This design comes from an exercise in tuning for small area on the open sky130 flow, not from production work.
Only simulation tests tie the RTL to the original design; equivalence was not proved.
No activity file was given, so power comes from the tool's default toggle rates.

<file path="design.v">
module sender (
    clk,
    rst,
	send_flag,
    send_data , 
    out_serial_bit
);
	parameter bowd_rate = 9600 ; 
    parameter clk_pariod = 50;
	input send_flag,clk;
    input rst;
    input [6:0] send_data;
    output reg  out_serial_bit;
    reg [9:0] data_reg;
    integer curent_pos; 
    localparam integer max_clk = ((1000000000/bowd_rate) / clk_pariod) - 5 ; 
    integer clk_counter;
    integer  i;
    integer counter_even;
    always @(posedge clk) begin
	if (rst)
	begin
        curent_pos = 1;
        clk_counter = -1;
        counter_even = 0;
        out_serial_bit = 1'b1;
	end
	else if(curent_pos <=9 )
	begin
        if(send_flag == 1'b1)
            begin
                if(clk_counter == -1 )
                begin
				out_serial_bit = 1'b0 ;
                counter_even = 0;
                for (i = 1 ; i<=7 ; i= i +1)
                begin
                    if(send_data[i-1] == 1'b1)
                    begin
                      counter_even = counter_even +1;
                    end
                    data_reg [i]= send_data[i-1];
                end
                data_reg[0]= 1'b0;
                data_reg[9]= 1'b1 ;
                if (counter_even%2 == 0 )
                    data_reg[8] = 1'b0;
                else
                    data_reg[8] = 1'b1;
            end
            clk_counter = clk_counter + 1 ; 
            if(max_clk < clk_counter)
            begin
                out_serial_bit = data_reg[curent_pos];
                curent_pos = curent_pos + 1 ;
                clk_counter=0; 
            end
        end
    end 
	else 
	begin
		out_serial_bit = 1'b1;
        clk_counter = clk_counter + 1 ;
        if(max_clk < clk_counter)
        begin
            curent_pos = 1;
            clk_counter = -1;
        end
	end
    end
endmodule
module reciever (
    clk,
    rst,
    recieve_bit,
    out,
    broken
);
    input clk;
    input rst;
    input wire recieve_bit;
    reg recieve_flag;
	reg  parity, end_bit, start_bit;
    reg [6:0] packet;  
    output reg [6:0] out;
    output reg broken;
    integer cnt;  
    integer i;  
	parameter bowd_rate = 9600 ; 
    parameter clk_length = 60;
    localparam integer max_clk = ((1000000000/bowd_rate) / clk_length);
    integer clk_cnt;
    integer sum;
    always @(posedge clk) begin
      if (rst) begin
        cnt = 0;
        recieve_flag = 1'b0;
        clk_cnt = 0;
        sum = 0;
        broken = 1'b0;
        out = 7'b0;
      end else begin
        start_bit = recieve_bit;
        if(start_bit == 1'b0)
        begin
            recieve_flag = 1'b1;
        end
        if (recieve_flag == 1'b1) begin
            if(clk_cnt >= max_clk)
            begin
            if(cnt==7)
            begin
                parity = recieve_bit;
                clk_cnt = 0;
                cnt = cnt+1;
            end
            else if(cnt == 8)
            begin
                end_bit = recieve_bit;
                for(i = 0; i < 7; i = i + 1)
                    if(packet[i] == 1'b1)
                        sum = sum + 1;
                if(parity == 1'b1)
                    sum = sum + 1;
                if(sum%2 == 0)
                begin
                    for(i = 0; i < 7; i = i + 1)
                        out[i] = packet[i];
                end
                else
                    broken = 1'b1;
                clk_cnt =0;
                recieve_flag = 1'b0;
                cnt = 0;
                sum = 0;
            end
            else
            begin
                packet[cnt] = recieve_bit;
                clk_cnt = 0;
                cnt = cnt+1;
            end
            end
        clk_cnt = clk_cnt + 1;
        end 
      end
    end
endmodule
module uart_top (
    input  wire       clk,
    input  wire       rst,
    input  wire       tx_send,
    input  wire [6:0] tx_data,
    output wire       tx_serial,
    input  wire       rx_serial,
    output wire [6:0] rx_data,
    output wire       rx_broken
);
    sender #(.bowd_rate(115200), .clk_pariod(10)) s1 (
        .clk(clk),
        .rst(rst),
        .send_flag(tx_send),
        .send_data(tx_data),
        .out_serial_bit(tx_serial)
    );
    reciever #(.bowd_rate(115200), .clk_length(10)) r1 (
        .clk(clk),
        .rst(rst),
        .recieve_bit(rx_serial),
        .out(rx_data),
        .broken(rx_broken)
    );
endmodule
</file>
<file path="run.sh">
#!/bin/bash
# synth_recipe.tcl (not shown) runs the flow's synth.tcl, then flattens the netlist and writes it again
# the make line also repeats each setting of config.mk as NAME=value (left out here)
make -C /OpenROAD-flow-scripts/flow DESIGN_CONFIG=/design/flow/config.mk WORK_HOME=/design/flow/orfs CLKGATE_MAP_FILE= SYNTH_SCRIPT=/design/flow/synth_recipe.tcl finish
</file>
<file path="config.mk">
export PLATFORM = sky130hd
export DESIGN_NAME = uart_top
export DESIGN_NICKNAME = uart_top
export VERILOG_FILES = /design/flow/design.v
export SDC_FILE = /design/flow/constraint.sdc
export NUM_CORES = 4
export LEC_CHECK = 0
export CAP_MARGIN = 20
export CORE_MARGIN = 2
export CORE_UTILIZATION = 40
export SLEW_MARGIN = 20
</file>
<file path="constraint.sdc">
create_clock -name core_clock -period 10.0 [get_ports {clk}]
set_input_delay 2.0000 -clock core_clock [delete_from_list [all_inputs] [get_ports {clk}]]
set_output_delay 2.0000 -clock core_clock [all_outputs]
set_load 0.01 [all_outputs]
</file>
==> results of run 1 <==
## critical path, cell delays in order
cell,delay [ns]
sky130_fd_sc_hd__clkdlybuf4s50_1,0.56
sky130_fd_sc_hd__nor2b_1,0.29
sky130_fd_sc_hd__nor4b_1,0.45
sky130_fd_sc_hd__and4_1,0.35
sky130_fd_sc_hd__nand2_1,0.12
sky130_fd_sc_hd__nor3_1,0.56
sky130_fd_sc_hd__a31oi_1,0.16
sky130_fd_sc_hd__o21ai_0,0.16
sky130_fd_sc_hd__a21oi_1,0.08
## metrics by stage
stage          instance area (sq um)  hold WS, ns
6_report                       10600        0.454
5_1_grt                        10600        0.490
4_1_cts                        10600        0.457
3_5_place_dp                   10000        0.444
3_3_place_gp                   10000        0.440
2_1_floorplan                   9790        0.437
## path summary, 6_finish.rpt
path / to / startpoint / slack (ns) / cells past startpoint
setup / recovery: r1.clk_cnt[28] / rx_serial / 5.55 / 9
hold / removal: r1.broken / r1.broken / 0.45 / 2
setup reg to reg: r1.clk_cnt[28] / r1.clk_cnt[29] / 5.72 / 13
hold reg to reg: r1.broken / r1.broken / 0.45 / 2
## cell families after synthesis
family	Yosys count
AO/OA/AOI/OAI	245
XOR/XNOR	81
adder cells (fa/ha/maj)	7
buffers and inverters	125
flip-flops	156
multiplexers	29
AND/OR/NAND/NOR	601
## synthesized netlist by cell type (all sizes together), types with 12 or more instances
library cell,number
edfxtp,18
xor2,33
nand4,44
or3,26
buf,35
or4,41
dfxtp,138
o21ai,39
a31oi,12
nor4,32
and4,12
and3,19
nor3,45
nor2,120
xnor2,48
o211ai,14
a21oi,70
o31ai,32
mux2i,12
nand3,64
clkbuf,66
mux2,15
inv,24
o311ai,16
nand2,138
## per-layer routing
layer / up-vias / share of wire [%] / global-route usage, %
met5: - / 0 / 0
met4: 0 / 1.7 / 5.90
met3: 29 / 3.8 / 2.69
met2: 175 / 46 / 30.5
met1: 4253 / 49 / 26.7
li1: 4502 / - / -
## cell type report
cell class / count / area, sq um / share of cell area [%]
Timing Repair Buffer: 29 / 260 / 2.45
Inverter: 24 / 90.1 / 0.848
Clock inverter: 13 / 124 / 1.17
Sequential cell: 156 / 3300 / 31.1
Multi-Input combinational cell: 963 / 5980 / 56.3
Clock buffer: 19 / 454 / 4.28
Tap cell: 324 / 405 / 3.82
## power groups by stage
stage          clock network (W)  registers, W  logic, W
2_1_floorplan                  0      0.000758  0.000744
3_3_place_gp                   0      0.000850  0.000826
3_5_place_dp                   0      0.000852  0.000833
4_1_cts                 0.000655      0.000837  0.000839
5_1_grt                 0.000680      0.000857  0.000939
6_report                0.000637      0.000840  0.000844
==> results.json, run 1 <==
{
  "result_of_the_run": "complete, no violations",
  "critical_path_peak_fanout": 10,
  "post_cts_resized": 0,
  "report.power.total_w": 0.00232,
  "synthDominantAreaCellType": "sky130_fd_sc_hd__dfxtp_1",
  "synth_compound_area_share_pct": 16.7,
  "cellLeakagePower_nw": 3.67,
  "postLayoutCoreUtil_pct": 43.9,
  "most_used_cells_in_the_layout_excluding_fill_and_tap_cells": "138 x sky130_fd_sc_hd__nand2_1, 138 x sky130_fd_sc_hd__dfxtp_1, 120 x sky130_fd_sc_hd__nor2_1",
  "tns_ns": 0,
  "postSynth.topFlopCell": "sky130_fd_sc_hd__dfxtp_1",
  "power_per_cell_area_nw_per_um2": 219,
  "diodes": 0,
  "first_iter_violations": 738,
  "fillerInstances": 2422,
  "numCtsBuffers": 17,
  "worstSetupPathType": "in2reg",
  "netlist_top_cells_area": "sky130_fd_sc_hd__dfxtp_1 28%, sky130_fd_sc_hd__edfxtp_1 5.5%, sky130_fd_sc_hd__nand2_1 5.3%",
  "grt_remaining_overflow": 0,
  "buffer_count_from_post_cts_setup_fixing": 0,
  "h-tree-depth": 4,
  "pwr-share-seq_pct": 36.2,
  "ys.warnings.count": 2,
  "initial_antenna_violation_count": 0,
  "grt_pass1_wl_microns": 41100,
  "ir_drop_v": 0.000150,
  "period_needed_ns": 4.45,
  "placeableCoreArea_sq_um": 24200,
  "avgViaCountPerCell": 5.86,
  "number_of_enable_type_register_cells_in_the_synthesized_netlist": 18,
  "synth-async-reset-ratio_pct": 0,
  "detailroute.via_count": 8959,
  "power.share.switching_pct": 40.1,
  "postSynthRegisterBits": 156,
  "width_of_the_chip_microns": 160,
  "worstSetupStartpointType": "primary input",
  "cts_tree": "done",
  "gp_congestion": 0.875,
  "post-route-period-util_pct": 44.5,
  "timing_hold_violations_final": 0,
  "setup.worst_path.end_class": "register",
  "share_clk_of_total_power_pct": 27.4,
  "crit_required_ns": 10.28,
  "power_frac_comb_pct": 36.4,
  "wl_per_cell_microns": 16.0,
  "count_of_unresolved_drc_violations_after_routing": 0,
  "netlist.area_leader.share_pct": 28.2,
  "post_synth_inst_count": 1244,
  "cap_viol_max_count": 0,
  "worstMarginPinSlew_ns": 1.02,
  "start_util_pct": 40.5,
  "synth.area.mux_share_pct": 3.41,
  "detail-route-antenna-nets": 0,
  "cp_data_arrival_time_ns": 4.73,
  "grt_use_total_pct": 19.1,
  "drv_slew": 0,
  "clock_tree.buffer_depth": 2,
  "timing.final.setup_violations": 0,
  "drt_pass1_iterations": 8,
  "net-switching-power_w": 0.000931,
  "setup_skew_ns": 0.0130,
  "hp-class": "reg2reg",
  "seq_area_frac_synth_pct": 33.7,
  "detailed_place_hpwl_microns": 16800,
  "cts_hold_repair_buffers": 0,
  "clockRootBuffer": "sky130_fd_sc_hd__clkbuf_16",
  "grt_pass1_vias": 8038,
  "area_growth_syn_to_fin_pct": 8.46,
  "cts.sink_count": 156,
  "synth_fa_ha_area_share_pct": 0.895,
  "rows": 57,
  "chipHeight_microns": 160,
  "final_layout_size_suffix_gt1_share_pct": 6.48,
  "synth_xor_area_share_pct": 7.25,
  "ys_types": 81,
  "io-pin-count": 20,
  "synth-simple-area-share_pct": 32.8,
  "grt_max_degree": 73,
  "routed_wirelength_microns": 24500,
  "setup_repair_after_global_routing_missed_its_margin": "false",
  "internal-power_w": 0.00139,
  "worst_setup_hold_path_clk_slew_ns": 0.07,
  "synth_area_sq_um": 9790,
  "nets": 1209,
  "average_footprint_of_a_synthesized_cell_sq_um": 7.87,
  "postSynthNetCount": 1262,
  "final-instance-count-excl-fill": 1528,
  "highest_achievable_clock_rate_ghz": 0.225,
  "dp.cells": 1496,
  "postLayoutSetupSlackWorst_ns": 5.55,
  "synth_top_family_by_area": "simple AND/OR/NAND/NOR gates",
  "io_buffers": 19,
  "clk_latency_ns": 0.44,
  "slew_margin_rel_pct": 31.3,
  "die_area_sq_um": 25700,
  "dp_slack_ns": 5.09
}
==> run 2, diff against run 1 <==
==> design.v (replaced) <==
module sender (
    clk,
    rst,
    send_flag,
    send_data,
    out_serial_bit
);
    parameter bowd_rate = 9600;
    parameter clk_pariod = 50;
    input clk, rst, send_flag;
    input [6:0] send_data;
    output reg out_serial_bit;
    localparam integer max_clk = ((1000000000/bowd_rate) / clk_pariod) - 5;
    localparam [9:0] CNT0 = 10'd1023 - max_clk;
    reg [9:0] cnt;
    reg [3:0] pos;
    reg [6:0] data;
    wire idle = (pos == 4'd10);
    wire last = (pos == 4'd9);
    wire run  = last | (send_flag & ~idle);
    wire tick = run & (&cnt);
    wire parity = ^data;
    always @(posedge clk) begin
        if (rst) begin
            cnt <= CNT0;
            pos <= 4'd10;
            out_serial_bit <= 1'b1;
        end else if (idle) begin
            if (send_flag) begin
                pos <= 4'd0;
                data <= send_data;
                out_serial_bit <= 1'b0;
            end
        end else if (run) begin
            if (tick) begin
                cnt <= CNT0;
                pos <= pos + 4'd1;
                out_serial_bit <= pos[3] ? 1'b1 : (pos[2:0] == 3'd7) ? parity : data[pos[2:0]];
            end else
                cnt <= cnt + 10'd1;
        end
    end
endmodule
module reciever (
    clk,
    rst,
    recieve_bit,
    out,
    broken
);
    parameter bowd_rate = 9600;
    parameter clk_length = 60;
    input clk, rst, recieve_bit;
    output reg [6:0] out;
    output reg broken;
    localparam integer max_clk = ((1000000000/bowd_rate) / clk_length);
    localparam [9:0] CNT0 = 10'd1023 - max_clk;
    reg [9:0] cnt;
    reg [3:0] pos;
    reg [6:0] packet;
    reg sum;
    wire idle = (pos == 4'd9);
    wire run = ~idle | ~recieve_bit;
    wire sample = run & (&cnt);
    always @(posedge clk) begin
        if (rst) begin
            cnt <= CNT0;
            pos <= 4'd9;
            sum <= 1'b0;
            out <= 7'b0;
            broken <= 1'b0;
        end else if (run) begin
            if (sample) begin
                cnt <= CNT0 + 10'd1;
                if (pos == 4'd8) begin
                    pos <= 4'd9;
                    sum <= 1'b0;
                    if (sum)
                        broken <= 1'b1;
                    else
                        out <= packet;
                end else begin
                    pos <= pos + 4'd1;
                    sum <= sum ^ recieve_bit;
                    if (pos != 4'd7)
                        packet <= {recieve_bit, packet[6:1]};
                end
            end else begin
                cnt <= cnt + 10'd1;
                if (idle)
                    pos <= 4'd0;
            end
        end
    end
endmodule
module uart_top (
    input  wire       clk,
    input  wire       rst,
    input  wire       tx_send,
    input  wire [6:0] tx_data,
    output wire       tx_serial,
    input  wire       rx_serial,
    output wire [6:0] rx_data,
    output wire       rx_broken
);
    sender #(.bowd_rate(115200), .clk_pariod(10)) s1 (
        .clk(clk),
        .rst(rst),
        .send_flag(tx_send),
        .send_data(tx_data),
        .out_serial_bit(tx_serial)
    );
    reciever #(.bowd_rate(115200), .clk_length(10)) r1 (
        .clk(clk),
        .rst(rst),
        .recieve_bit(rx_serial),
        .out(rx_data),
        .broken(rx_broken)
    );
endmodule
==> run 2 against run 1 <==
Effect of this change:
- clock skew decreased by 0.0034 ns
- clock-buffer cell count down 14
- maximum frequency rose by 2.5%
- register-to-register slack improved by 1.6 ns
- total power down 83%
- critical path depth down 4
- wire length decreased by 79%
- worst setup slack gained 0.11 ns
- largest cell class unchanged
==> results.json, run 2 <==
{
  "result_of_the_run": "complete, no violations",
  "timing.final.setup_violations": 0,
  "synth.cells.most_frequent": "38 x sky130_fd_sc_hd__dfxtp_1, 26 x sky130_fd_sc_hd__a21oi_1, 16 x sky130_fd_sc_hd__nand3_1",
  "chipHeight_microns": 84.2,
  "postSynthNetCount": 280,
  "ys_types": 56,
  "clockRootBuffer": "sky130_fd_sc_hd__clkbuf_8",
  "initial_antenna_violation_count": 0,
  "number_of_enable_type_register_cells_in_the_synthesized_netlist": 14,
  "numCtsBuffers": 5,
  "top_regs": "r1.cnt (10), s1.cnt (10)",
  "power.share.switching_pct": 25.3,
  "nets": 291,
  "grt_max_degree": 40,
  "routed_wirelength_microns": 5050,
  "count_of_unresolved_drc_violations_after_routing": 0,
  "wl_per_cell_microns": 14.4,
  "cellLeakagePower_nw": 0.945,
  "setup_skew_ns": 0.00965,
  "net-switching-power_w": 0.0000990,
  "hp-class": "reg2reg",
  "postSynthRegisterBits": 52,
  "avgViaCountPerCell": 5.59,
  "netlist_top_cells_area": "sky130_fd_sc_hd__dfxtp_1 30%, sky130_fd_sc_hd__edfxtp_1 16%, sky130_fd_sc_hd__a21oi_1 5.1%",
  "worstMarginPinSlew_ns": 0.895,
  "detailroute.via_count": 1969,
  "netlist.area_leader.share_pct": 29.5,
  "power_frac_comb_pct": 11.3,
  "average_footprint_of_a_synthesized_cell_sq_um": 9.79,
  "seq_area_frac_synth_pct": 45.9,
  "diodes": 0,
  "critical_path.reg2reg.startpoint": "r1.pos[1]",
  "critical_path_peak_fanout": 13,
  "io_buffers": 19,
  "placeableCoreArea_sq_um": 6280,
  "grt_pass1_vias": 1787,
  "post-route-period-util_pct": 43.4,
  "crit_required_ns": 9.93,
  "first_iter_violations": 115,
  "start_util_pct": 41.0,
  "most_used_cells_in_the_layout_excluding_fill_and_tap_cells": "38 x sky130_fd_sc_hd__dfxtp_1, 26 x sky130_fd_sc_hd__a21oi_1, 19 x sky130_fd_sc_hd__clkdlybuf4s50_1",
  "die_area_sq_um": 7100,
  "cts_hold_repair_buffers": 0,
  "cts.sink_count": 52,
  "yosysMostFrequentCell": "sky130_fd_sc_hd__dfxtp_1",
  "dp.cells": 344,
  "worstSetupPathType": "in2reg",
  "postLayoutSetupSlackWorst_ns": 5.66,
  "synth_area_sq_um": 2570,
  "drv_slew": 0,
  "pwr-share-seq_pct": 59.1,
  "grt_remaining_overflow": 0,
  "fillerInstances": 615,
  "synth-async-reset-ratio_pct": 0,
  "ys.warnings.count": 2,
  "critPathLaunch": "rx_serial",
  "hold_start": "r1.packet[2]",
  "period_needed_ns": 4.34,
  "drt_pass1_iterations": 4,
  "timing_hold_violations_final": 0,
  "cp_data_arrival_time_ns": 4.27,
  "setup_repair_after_global_routing_missed_its_margin": "false",
  "io-pin-count": 20,
  "cap_viol_max_count": 0,
  "detail-route-antenna-nets": 0,
  "rows": 29,
  "post_synth_inst_count": 263,
  "internal-power_w": 0.000293,
  "width_of_the_chip_microns": 84.2,
  "reg2reg_setup_slack_ns": 7.28,
  "synthDominantAreaCellType": "sky130_fd_sc_hd__dfxtp_1",
  "tns_ns": 0,
  "share_clk_of_total_power_pct": 29.6,
  "post_cts_resized": 0,
  "h-tree-depth": 2,
  "detailed_place_hpwl_microns": 3440,
  "ir_drop_v": 0.0000595,
  "gp_congestion": 0.811,
  "final-instance-count-excl-fill": 352,
  "power_per_cell_area_nw_per_um2": 137,
  "clk_latency_ns": 0.30,
  "clock_tree.buffer_depth": 2,
  "worst_setup_hold_path_clk_slew_ns": 0.09,
  "highest_achievable_clock_rate_ghz": 0.230,
  "area_growth_syn_to_fin_pct": 11.3,
  "worstSetupStartpointType": "primary input",
  "dp_slack_ns": 5.30,
  "slew_margin_rel_pct": 39.9,
  "cts_tree": "done",
  "setup.worst_path.end_class": "register",
  "buffer_count_from_post_cts_setup_fixing": 0,
  "layout_commonest_cell": "sky130_fd_sc_hd__dfxtp_1",
  "grt_pass1_wl_microns": 8310,
  "postSynth.topFlopCell": "sky130_fd_sc_hd__dfxtp_1",
  "grt_use_total_pct": 14.3,
  "final_layout_size_suffix_gt1_share_pct": 6.55
}
[run 2: cell count changes after synthesis, sizes merged, moves of 27 or more]
cell / before / now
or4: 41 / 3
dfxtp: 138 / 38
buf: 35 / 8
nand2: 138 / 12
nor2: 120 / 11
xnor2: 48 / 7
nand3: 64 / 16
clkbuf: 66 / 8
a21oi: 70 / 26
nand4: 44 / 15
xor2: 33 / 3
o21ai: 39 / 10
nor4: 32 / 3
nor3: 45 / 4
[run 2: cells by family (layout without fill, tap and decap cells)]
family                   count (synthesis)  count (layout)  synth area share (%)
flip-flops                              52              52                  45.9
buffers and inverters                   24              36                  4.47
adder cells (fa/ha/maj)                  6               6                  2.92
AND/OR/NAND/NOR                         98              98                  22.7
XOR/XNOR                                12              12                  5.15
multiplexers                             3               3                  1.85
AO/OA/AOI/OAI                           68              68                  17.0
[run 2: layout make-up]
| cell class | count | area (sq um) | share of cell area [%] |
|---|---|---|---|
| Sequential cell | 52 | 1180 | 41.2 |
| Tap cell | 77 | 96.3 | 3.36 |
| Clock buffer | 5 | 68.8 | 2.40 |
| Clock inverter | 3 | 13.8 | 0.480 |
| Timing Repair Buffer | 20 | 198 | 6.90 |
| Multi-Input combinational cell | 187 | 1280 | 44.6 |
| Inverter | 8 | 30.0 | 1.05 |
[run 2: worst paths after layout]
| path | to | cells after the start |
|---|---|---|
| max reg2reg | r1.packet[2] | 6 |
| max | r1.packet[2] | 5 |
| min | r1.packet[1] | 0 |
| min reg2reg | r1.packet[1] | 0 |
[run 2: power by group through the flow]
stage                     Clock [W]  Combinational (W)  Sequential [W]
after floorplan                   0          0.0000361        0.000233
after global placement            0          0.0000441        0.000237
after detailed placement          0          0.0000444        0.000237
after CTS                  0.000121          0.0000446        0.000232
after global routing       0.000127          0.0000494        0.000233
final                      0.000116          0.0000443        0.000232
[run 2: worst max-delay path, cell delays in order]
cell	delay, ns
sky130_fd_sc_hd__clkdlybuf4s50_1	0.51
sky130_fd_sc_hd__nand4b_1	0.32
sky130_fd_sc_hd__and3_1	0.49
sky130_fd_sc_hd__nand2_1	0.16
sky130_fd_sc_hd__nor3_1	0.78
[run 2: metrics by stage]
stage / total power [W] / utilization (%) / instance area [sq um] / hold slack, ns
final: 0.000392 / 45.7 / 2870 / 0.470
after global routing: 0.000410 / 45.7 / 2870 / 0.496
after CTS: 0.000397 / 45.7 / 2870 / 0.466
after detailed placement: 0.000281 / 44.3 / 2780 / 0.445
after global placement: 0.000281 / 44.3 / 2780 / 0.449
after floorplan: 0.000270 / - / 2570 / 0.426
[run 2: per-layer routing]
layer / vias up / global-route usage, % / part of all wire (%)
li1: 1018 / - / -
met1: 924 / 18.8 / 50
met2: 19 / 23.0 / 46
met3: 8 / 3.05 / 2.4
met4: 0 / 5.72 / 1.7
met5: - / 0 / 0
==> run 3, diff against run 2 <==
==> design.v (replaced) <==
module sender (
    clk,
    rst,
    send_flag,
    send_data,
    out_serial_bit
);
    parameter bowd_rate = 9600;
    parameter clk_pariod = 50;
    input clk, rst, send_flag;
    input [6:0] send_data;
    output out_serial_bit;
    localparam integer max_clk = ((1000000000/bowd_rate) / clk_pariod) - 5;
    localparam [9:0] CNT0 = 10'd1023 - max_clk;
    reg [9:0] cnt;
    reg [3:0] pos;
    reg [6:0] data;
    reg parity;      
    wire idle = pos[3] & pos[0] & ~pos[1];
    wire hold = pos[3] & ~pos[0];
    wire run  = hold | (send_flag & ~idle);
    wire [10:0] carry;
    assign carry[0] = run;
    genvar g;
    generate for (g = 0; g < 10; g = g + 1) begin : cc
        assign carry[g+1] = carry[g] & cnt[g];
    end endgenerate
    wire tick = carry[10];
    wire [9:0] cnt_next = (cnt ^ carry[9:0]) | (tick ? CNT0 : 10'd0);
    wire [7:0] bits = {parity, data};
    assign out_serial_bit = pos[3] ? ~pos[2] : bits[pos[2:0]];
    always @(posedge clk) begin
        if (rst) begin
            cnt <= CNT0;
            pos <= 4'd9;
            parity <= 1'b0;
        end else begin
            cnt <= cnt_next;
            parity <= parity ^ (tick & ~pos[3] & out_serial_bit);
            if (idle) begin
                if (send_flag) begin
                    pos <= 4'd15;
                    data <= send_data;
                end
            end else if (tick)
                pos <= pos + 4'd1;
        end
    end
endmodule
module reciever (
    clk,
    rst,
    recieve_bit,
    out,
    broken
);
    parameter bowd_rate = 9600;
    parameter clk_length = 60;
    input clk, rst, recieve_bit;
    output reg [6:0] out;
    output reg broken;
    localparam integer max_clk = ((1000000000/bowd_rate) / clk_length);
    localparam [9:0] CNT0 = 10'd1023 - max_clk;
    reg [9:0] cnt;
    reg [3:0] pos;
    reg [6:0] packet;
    reg sum;
    wire idle = &pos;
    wire stop = pos[3] & ~pos[0];
    wire run = ~idle | ~recieve_bit;
    wire [10:0] carry;
    assign carry[0] = run;
    genvar g;
    generate for (g = 0; g < 10; g = g + 1) begin : cc
        assign carry[g+1] = carry[g] & cnt[g];
    end endgenerate
    wire sample = carry[10];
    wire [9:0] cnt_next = (cnt ^ carry[9:0]) | (sample ? CNT0 + 10'd1 : 10'd0);
    always @(posedge clk) begin
        if (rst) begin
            cnt <= CNT0;
            pos <= 4'd15;
            sum <= 1'b0;
            out <= 7'b0;
            broken <= 1'b0;
        end else begin
            cnt <= cnt_next;
            if (sample & stop) begin
                pos <= 4'd15;
                sum <= 1'b0;
                if (sum)
                    broken <= 1'b1;
                else
                    out <= packet;
            end else if (sample | (idle & ~recieve_bit)) begin
                pos <= pos + 4'd1;
                sum <= sum ^ (sample & recieve_bit);
            end
            if (sample & ~pos[3] & ~(&pos[2:0]))
                packet <= {recieve_bit, packet[6:1]};
        end
    end
endmodule
module uart_top (
    input  wire       clk,
    input  wire       rst,
    input  wire       tx_send,
    input  wire [6:0] tx_data,
    output wire       tx_serial,
    input  wire       rx_serial,
    output wire [6:0] rx_data,
    output wire       rx_broken
);
    sender #(.bowd_rate(115200), .clk_pariod(10)) s1 (
        .clk(clk),
        .rst(rst),
        .send_flag(tx_send),
        .send_data(tx_data),
        .out_serial_bit(tx_serial)
    );
    reciever #(.bowd_rate(115200), .clk_length(10)) r1 (
        .clk(clk),
        .rst(rst),
        .recieve_bit(rx_serial),
        .out(rx_data),
        .broken(rx_broken)
    );
endmodule
==> run 3 against run 2 <==
Effect of this change:
- critical path depth grew 11
- utilization grew 3.2 points
- design area shrank 12%
- non-clock buffer count grew 1
- clock power grew 21%
- register-to-register slack lost 0.72 ns
- highest routed layer unchanged
- sequential power grew 8%
- final cell count shrank 24%
- area after synthesis shrank 17%
- combinational power grew 58%
- largest cell class is now sequential cells
- still clean on timing, DRC and antenna
- largest power group unchanged
- die area shrank 16%
==> results.json, run 3 <==
{
  "postSynthNetCount": 208,
  "cts_tree": "done",
  "postSynth.topFlopCell": "sky130_fd_sc_hd__dfxtp_1",
  "power_frac_comb_pct": 15.2,
  "drt_pass1_iterations": 4,
  "netlist_top_cells_area": "sky130_fd_sc_hd__dfxtp_1 35%, sky130_fd_sc_hd__edfxtp_1 20%, sky130_fd_sc_hd__ha_1 13%",
  "worstSetupPathType": "in2reg",
  "grt_pass1_vias": 1254,
  "area_growth_syn_to_fin_pct": 17.2,
  "ys_types": 36,
  "max_stage_delay_ns": 0.52,
  "tns_ns": 0,
  "critical_path_peak_fanout": 10,
  "buffer_count_from_post_cts_setup_fixing": 0,
  "post_cts_resized": 0,
  "net-switching-power_w": 0.000114,
  "detailroute.via_count": 1312,
  "grt_pass1_wl_microns": 5330,
  "post-route-period-util_pct": 49.7,
  "synth_area_sq_um": 2140,
  "pwr-share-seq_pct": 54.5,
  "clk_latency_ns": 0.30,
  "dp_slack_ns": 4.69,
  "detail-route-antenna-nets": 0,
  "internal-power_w": 0.000346,
  "h-tree-depth": 2,
  "ir_drop_v": 0.000129,
  "most_used_cells_in_the_layout_excluding_fill_and_tap_cells": "38 x sky130_fd_sc_hd__dfxtp_1, 23 x sky130_fd_sc_hd__ha_1, 19 x sky130_fd_sc_hd__clkdlybuf4s50_1",
  "setup_skew_ns": 0.00877,
  "synth_top_family_by_area": "simple AND/OR/NAND/NOR gates",
  "clock_tree.buffer_depth": 2,
  "rows": 26,
  "postLayoutSetupSlackWorst_ns": 5.03,
  "critPathLaunch": "rx_serial",
  "seq_area_frac_synth_pct": 55.1,
  "avgViaCountPerCell": 4.93,
  "first_iter_violations": 67,
  "netlist.area_leader.share_pct": 35.5,
  "layout_commonest_cell": "sky130_fd_sc_hd__dfxtp_1",
  "io_buffers": 19,
  "period_needed_ns": 4.97,
  "power_per_cell_area_nw_per_um2": 183,
  "synth.cells.most_frequent": "38 x sky130_fd_sc_hd__dfxtp_1, 23 x sky130_fd_sc_hd__ha_1, 18 x sky130_fd_sc_hd__nor2_1",
  "critical_path.reg2reg.startpoint": "r1.pos[0]",
  "grt_use_total_pct": 11.2,
  "wl_per_cell_microns": 11.8,
  "synth-async-reset-ratio_pct": 0,
  "grt_remaining_overflow": 0,
  "cap_viol_max_count": 0,
  "placeableCoreArea_sq_um": 5140,
  "detailed_place_hpwl_microns": 2240,
  "clockRootBuffer": "sky130_fd_sc_hd__clkbuf_8",
  "placed_cell_area_sq_um": 2400,
  "synth_compound_area_share_pct": 3.79,
  "cp_data_arrival_time_ns": 5.14,
  "crit_required_ns": 10.17,
  "io-pin-count": 20,
  "worst_setup_hold_path_clk_slew_ns": 0.09,
  "top_regs": "r1.cnt (10), s1.cnt (10)",
  "timing.final.setup_violations": 0,
  "number_of_enable_type_register_cells_in_the_synthesized_netlist": 14,
  "final_area_sq_um": 2510,
  "synth_xor_area_share_pct": 1.63,
  "gp_congestion": 0.755,
  "share_clk_of_total_power_pct": 30.3,
  "worst_path_max_delay_cell": "sky130_fd_sc_hd__clkdlybuf4s50_1",
  "worstRegToRegCells": 16,
  "worstMarginPinSlew_ns": 0.588,
  "hp-class": "reg2reg",
  "synth_fa_ha_area_share_pct": 13.4,
  "timing_hold_violations_final": 0,
  "drv_slew": 0,
  "nets": 229,
  "cell_chain_critical_path": "clkdlybuf4s50_1 > nand4_1 > ha_1 > ha_1 > ha_1 > ha_1 > ha_1 > ha_1 > ha_1 > ha_1 > ha_1 > ha_1 > nand2_1 > nor2_1 > nor2_1 > o21ai_0",
  "cellLeakagePower_nw": 0.994,
  "average_footprint_of_a_synthesized_cell_sq_um": 12.3,
  "setup_repair_after_global_routing_missed_its_margin": "false",
  "yosysMostFrequentCell": "sky130_fd_sc_hd__dfxtp_1",
  "power.share.switching_pct": 24.8,
  "cts.sink_count": 52,
  "start_util_pct": 41.7,
  "crit_path_end": "r1.pos[2]",
  "chipHeight_microns": 77.2,
  "setup.worst_path.end_class": "register",
  "numCtsBuffers": 5,
  "grt_max_degree": 38,
  "result_of_the_run": "complete, no violations",
  "post_synth_inst_count": 174,
  "postSynthRegisterBits": 52,
  "routed_wirelength_microns": 3140,
  "synth-simple-area-share_pct": 16.2,
  "initial_antenna_violation_count": 0,
  "count_of_unresolved_drc_violations_after_routing": 0,
  "reg2reg_setup_slack_ns": 6.56,
  "worstSetupStartpointType": "primary input",
  "synthDominantAreaCellType": "sky130_fd_sc_hd__dfxtp_1",
  "ys.warnings.count": 2,
  "timing.critical_path.mode_cell": "sky130_fd_sc_hd__ha_1",
  "highest_achievable_clock_rate_ghz": 0.201,
  "cts_hold_repair_buffers": 0,
  "final_layout_size_suffix_gt1_share_pct": 8.67,
  "width_of_the_chip_microns": 77.2,
  "diodes": 0,
  "synth.area.mux_share_pct": 7.82,
  "reg2reg_to": "r1.pos[2]",
  "die_area_sq_um": 5960,
  "slew_margin_rel_pct": 60.7
}
[run 3: changes by cell type in the layout (fill, tap and decap cells not counted), sizes merged, moves of 7 or more]
cell	change
a21oi	-22
ha	+17
nand3	-14
nand4	-13
o31ai	-13
nor2b	+10
nand2	-7
nor2	+7
[run 3: how the worst min path moves through the flow]
stage	depth (start not counted)	slack, ns	endpoint	from
after detailed placement	0	0.44	r1.packet[0]	r1.packet[1]
after global routing	0	0.48	r1.packet[4]	r1.packet[5]
after floorplan	0	0.43	r1.packet[0]	r1.packet[1]
after global placement	0	0.44	r1.packet[5]	r1.packet[6]
final	0	0.45	r1.packet[4]	r1.packet[5]
after CTS	0	0.46	r1.packet[4]	r1.packet[5]
[run 3: logic make-up after synthesis]
group / count (synthesis)
buffers and inverters: 9
DFF: 52
adders and majority gates: 23
and+or+nand+nor: 62
AOI/OAI and AO/OA: 13
muxes: 11
xor gates and xnor gates: 4
[run 3: stage by stage]
| stage | instances | utilization, % | power (W) | hold slack [ns] |
|---|---|---|---|---|
| floorplan | 174 | - | 0.000306 | 0.426 |
| global placement | 258 | 46.7 | 0.000322 | 0.444 |
| detailed placement | 258 | 46.7 | 0.000325 | 0.436 |
| CTS | 266 | 48.9 | 0.000467 | 0.457 |
| global route | 266 | 48.9 | 0.000489 | 0.476 |
| finish | 266 | 48.9 | 0.000460 | 0.452 |
[run 3: power by group through the flow]
stage	Combinational [W]	Clock, W	Sequential, W
floorplan	0.0000561	0	0.000250
CTS	0.0000712	0.000145	0.000251
finish	0.0000700	0.000140	0.000251
detailed placement	0.0000700	0	0.000255
global route	0.0000838	0.000151	0.000253
global placement	0.0000680	0	0.000254
[run 3: worst max-delay path, delay by kind of cell]
family,cells,cell delay [ns]
buffers and inverters,1,0.52
adders and majority gates,10,1.92
and+or+nand+nor,4,0.57
AOI/OAI and AO/OA,1,0.13
[run 3: layer usage]
| metal | track usage, % | vias to the layer above | part of all wire [%] |
|---|---|---|---|
| met5 | 0 | - | 0 |
| met2 | 19.5 | 22 | 49 |
| met1 | 12.8 | 627 | 46 |
| li1 | - | 657 | - |
| met4 | 4.82 | 0 | 1.6 |
| met3 | 3.18 | 6 | 3.5 |
[run 3: layout make-up]
type	count	area [sq um]
Clock buffer	5	68.8
Clock inverter	3	42.5
Fill cell	480	2630
Inverter	2	7.51
Multi-Input combinational cell	113	918
Sequential cell	52	1180
Tap cell	70	87.6
Timing Repair Buffer	21	205

## separate check: timing with driven ports
In the flow no input, the clock included, has a driving cell. The finished layouts below were timed again as built, in two steps.
Step 1 assumes that a clkbuf_16 drives the clock port and a buf_2 every other input.
Step 2 times the ports against the registers' clock, not the clock port: input delays grow and output delays shrink by t, the midpoint of the rising clock arrivals with the driver on.
Three values: no drivers, after step 1, after step 2; two values: the first two.
run	shift t [ns]	slack for setup (ns)	hold slack, ns	worst register clock-pin slew, ns
run 1	0.475	5.549 / 5.568 / 5.092	0.454 / 0.454 / 0.454	0.07 / 0.07
run 2	0.326	5.658 / 5.665 / 5.339	0.470 / 0.470 / 0.470	0.10 / 0.10
run 3	0.320	5.030 / 5.031 / 4.711	0.452 / 0.452 / 0.452	0.09 / 0.09
After both steps every run listed still meets setup and hold. The setup slack of run 1, which loses most, moves by +0.019 ns with the drivers and by -0.457 ns with both steps.
